This design comes from an exercise in tuning for small area, a short achievable clock period and few clock cycles on the open sky130 flow, not from production work.
Power and IR drop assume default switching activity.

Setup of violet:
==> flow/design.v <==
module MCPU_Alu(in1, in2, imm, mem, s_and, s_or, s_xor, s_add, s_sh, s_right, s_mov, s_load, s_short, out);
input [15:0] in1, in2, mem;
input [7:0] imm;
input s_and, s_or, s_xor, s_add, s_sh, s_right, s_mov, s_load, s_short;
output [15:0] out;
function [15:0] rev16(input [15:0] x);
  integer k;
  for (k = 0; k < 16; k = k + 1) rev16[k] = x[15-k];
endfunction
wire        big = |in2[15:4];
wire [15:0] sin = s_right ? rev16(in1) : in1;
wire [15:0] sl  = sin << in2[3:0];
wire [15:0] sh  = s_right ? rev16(sl) : sl;
wire [15:0] sum = in1 + in2;
wire        s_shv = s_sh & ~big;
assign out = ({16{s_and}}   & (in1 & in2))
           | ({16{s_or}}    & (in1 | in2))
           | ({16{s_xor}}   & (in1 ^ in2))
           | ({16{s_add}}   & sum)
           | ({16{s_shv}}   & sh)
           | ({16{s_mov}}   & in1)
           | ({16{s_load}}  & mem)
           | ({16{s_short}} & {8'd0, imm});
endmodule
module MCPU_Registerfile(clk, sel1, sel2, we, rd, wd, rd1, rd2);
input clk;
input [15:0] sel1, sel2;    
input we;
input [3:0] rd;
input [15:0] wd;
output reg [15:0] rd1, rd2;
reg [255:0] R;
integer k;
always @(*) begin
  rd1 = 16'd0;
  rd2 = 16'd0;
  for (k = 0; k < 16; k = k + 1) begin
    rd1 = rd1 | ({16{sel1[k]}} & R[16*k +: 16]);
    rd2 = rd2 | ({16{sel2[k]}} & R[16*k +: 16]);
  end
end
genvar i;
generate
  for (i = 0; i < 16; i = i + 1) begin : g_reg
    always @(posedge clk)
      if (we && rd == i) R[16*i +: 16] <= wd;
  end
endgenerate
endmodule
module MCPU(clk, reset, imem_addr, imem_rdata, dmem_addr, dmem_we, dmem_wdata, dmem_rdata);
input clk;
input reset;
output [7:0]  imem_addr;
input  [15:0] imem_rdata;
output [7:0]  dmem_addr;
output        dmem_we;
output [15:0] dmem_wdata;
input  [15:0] dmem_rdata;
localparam [3:0] OP_AND = 0, OP_OR = 1, OP_XOR = 2, OP_ADD = 3, OP_LSL = 4,
                 OP_RSL = 5, OP_MOV = 6, OP_LOAD = 7, OP_STORE = 8,
                 OP_SHORT = 9, OP_BNZ = 10;
reg  [7:0] pc;
assign imem_addr = pc;
wire [3:0] f_op  = imem_rdata[15:12];
wire       f_ra  = (f_op == OP_STORE) | (f_op == OP_BNZ);
reg        d_v;        
reg [15:0] d_ins;
reg [15:0] d_sel1;     
reg [15:0] d_sel2;     
reg [7:0]  d_pc;
wire [3:0] d_op  = d_ins[15:12];
wire [3:0] d_a   = d_ins[11:8];
wire [7:0] d_imm = d_ins[7:0];
reg        e_wr;       
reg        e_store, e_bnz;
reg [3:0]  e_rd;
reg [15:0] e_op1, e_op2;
reg [7:0]  e_imm;
reg [7:0]  e_pc;
reg        e_and, e_or, e_xor, e_add, e_sh, e_right, e_mov, e_load, e_short;
reg        w_wr;
reg [3:0]  w_rd;
reg [15:0] w_res;
wire [15:0] res;
wire [15:0] r1, r2;
MCPU_Registerfile rf(.clk(clk), .sel1(d_sel1), .sel2(d_sel2), .we(w_wr), .rd(w_rd), .wd(w_res), .rd1(r1), .rd2(r2));
MCPU_Alu alu(.in1(e_op1), .in2(e_op2), .imm(e_imm), .mem(dmem_rdata),
             .s_and(e_and), .s_or(e_or), .s_xor(e_xor), .s_add(e_add), .s_sh(e_sh),
             .s_right(e_right), .s_mov(e_mov), .s_load(e_load), .s_short(e_short), .out(res));
assign dmem_addr  = e_imm;
assign dmem_we    = e_store;
assign dmem_wdata = e_op1;
wire mispredict = e_bnz & ~(|e_op1);                         
wire smc        = e_store & ((e_imm == d_pc) | (e_imm == pc));  
wire squash     = mispredict | smc;
wire fwd1 = e_wr & d_sel1[e_rd];
wire fwd2 = e_wr & d_sel2[e_rd];
wire fww1 = w_wr & d_sel1[w_rd];
wire fww2 = w_wr & d_sel2[w_rd];
wire [15:0] q1 = fww1 ? w_res : r1;
wire [15:0] q2 = fww2 ? w_res : r2;
wire d_live = d_v & ~squash;
wire       f_bnz  = (f_op == OP_BNZ);
wire [7:0] pc_seq = mispredict ? e_pc + 8'd1 : smc ? d_pc : pc + 8'd1;
always @(posedge clk or posedge reset) begin
  if (reset) begin
    pc      <= 8'd0;
    d_v     <= 1'b0;
    e_wr    <= 1'b0;
    e_store <= 1'b0;
    e_bnz   <= 1'b0;
    w_wr    <= 1'b0;
  end else begin
    pc      <= (f_bnz & ~squash) ? imem_rdata[7:0] : pc_seq;
    d_v     <= ~squash;
    e_wr    <= d_live & ((d_op <= OP_LOAD) | (d_op == OP_SHORT));
    e_store <= d_live & (d_op == OP_STORE);
    e_bnz   <= d_live & (d_op == OP_BNZ);
    w_wr    <= e_wr;
  end
end
always @(posedge clk) begin
  d_ins   <= imem_rdata;
  d_sel1  <= 16'd1 << (f_ra ? imem_rdata[11:8] : imem_rdata[7:4]);
  d_sel2  <= 16'd1 << imem_rdata[3:0];
  d_pc    <= pc;
  e_rd    <= d_a;
  e_op1   <= fwd1 ? res : q1;
  e_op2   <= fwd2 ? res : q2;
  w_rd    <= e_rd;
  w_res   <= res;
  e_imm   <= d_imm;
  e_pc    <= d_pc;
  e_and   <= (d_op == OP_AND);
  e_or    <= (d_op == OP_OR);
  e_xor   <= (d_op == OP_XOR);
  e_add   <= (d_op == OP_ADD);
  e_sh    <= (d_op == OP_LSL) | (d_op == OP_RSL);
  e_right <= (d_op == OP_RSL);
  e_mov   <= (d_op == OP_MOV);
  e_load  <= (d_op == OP_LOAD);
  e_short <= (d_op == OP_SHORT);
end
endmodule
==> flow/config.mk <==
export PLATFORM = sky130hd
export DESIGN_NAME = MCPU
export DESIGN_NICKNAME = MCPU
export VERILOG_FILES = /design/flow/design.v
export SDC_FILE = /design/flow/constraint.sdc
export NUM_CORES = 4
export LEC_CHECK = 0
export CAP_MARGIN = 20
export CORE_MARGIN = 2
export CORE_UTILIZATION = 60
export SETUP_SLACK_MARGIN = 2.6
export SLEW_MARGIN = 20
==> flow/constraint.sdc <==
create_clock -name core_clock -period 5.5 [get_ports {clk}]
set_input_delay 1.1000 -clock core_clock [delete_from_list [all_inputs] [get_ports {clk}]]
set_output_delay 1.1000 -clock core_clock [all_outputs]
set_load 0.01 [all_outputs]
run.sh (not shown) runs the stock make flow with config.mk's settings and CLKGATE_MAP_FILE= SYNTH_SCRIPT=/design/flow/synth_recipe.tcl, a recipe that flattens the netlist after the stock synthesis.
violet: full flow OK, the timing, design-rule and antenna checks passed
Edits applied to the flow inputs when going from violet to zinc:
- swapping 2.6 for 3.2 in SETUP_SLACK_MARGIN
### Flow results
- Going from violet to zinc, met1 wire length picked up an extra about 2%, setup slack higher, sequential share of cell area moved down, design area increased about 7%.
- Status: number of placed instances, taps included parity (zinc, violet)
- Per the comparison of zinc with violet, cell depth of the worst min-delay path about even; clock-cell share of area fell 0.43 points; worst hold margin rose 0.0033 ns; power per unit of standard cell area fell 1.3%.
#### Input delta (maple over zinc)
- changing SETUP_SLACK_MARGIN from 3.2 to 3.0
- setting CTS_BUF_LIST to sky130_fd_sc_hd__clkbuf_4 sky130_fd_sc_hd__clkbuf_8 for the first time
Findings:
maple vs zinc, last weighted congestion value of the routability-driven placer went up by about 1.2%. | routed wire length | maple vs zinc | 3.7% lower |. Per the comparison of maple with zinc, combinational power lost 15%, total non-filler cell area in the finished layout lost about 4%, number of clock buffers inserted by TritonCTS picked up an extra 26. Against zinc, estimated wirelength of the detail-placed design in maple rose slightly.
Modified inputs, amber compared to maple
- removing CTS_BUF_LIST (formerly sky130_fd_sc_hd__clkbuf_4 sky130_fd_sc_hd__clkbuf_8)
- amber reached the final stage; the timing, design-rule and antenna checks on its layout passed.
- Compared with maple, in amber post-layout total power about even, antenna cell count -1, global-route met2 utilization fell by 0.57 points.
- amber reports its slowest library cell on the worst path as sky130_fd_sc_hd__mux4_2 while maple reports sky130_fd_sc_hd__fa_2.
- amber against maple: routed wire length went down, fraction of area in multi-input gates did not really move.
Function was not checked in any run of this note: the RTL went through the layout flow alone.

## static timing again, ports no longer ideal
The flow's constraints put no driver on any port. The routed layouts listed below were extracted and timed again, unchanged, in two steps. Step 1, drivers: a clkbuf_16 drives clk and a buf_2 each remaining input, both assumed. Step 2 adds t to the input delays and takes it off the output delays; t is the mean of the earliest and latest rising clock arrival at the registers after step 1. Input paths then give back, and output paths get back, about the clock's delay inside the block. Slacks: no drivers / after step 1 / after step 2; pairs: no drivers / after step 1.
| run | t, ns | setup WS [ns] | pins driven straight from the clock port |
|---|---|---|---|
| violet | 0.613 | 2.631 / 2.573 / 2.325 | 1 |
| zinc | 0.612 | 2.912 / 2.912 / 2.589 | 1 |
| maple | 0.633 | 2.918 / 2.918 / 2.549 | 1 |
| amber | 0.607 | 2.890 / 2.890 / 2.503 | 1 |
After both steps setup and hold are still met in every run listed. The setup slack of amber, which loses most, moves by 0.000 ns with the drivers and by -0.387 ns with both steps.
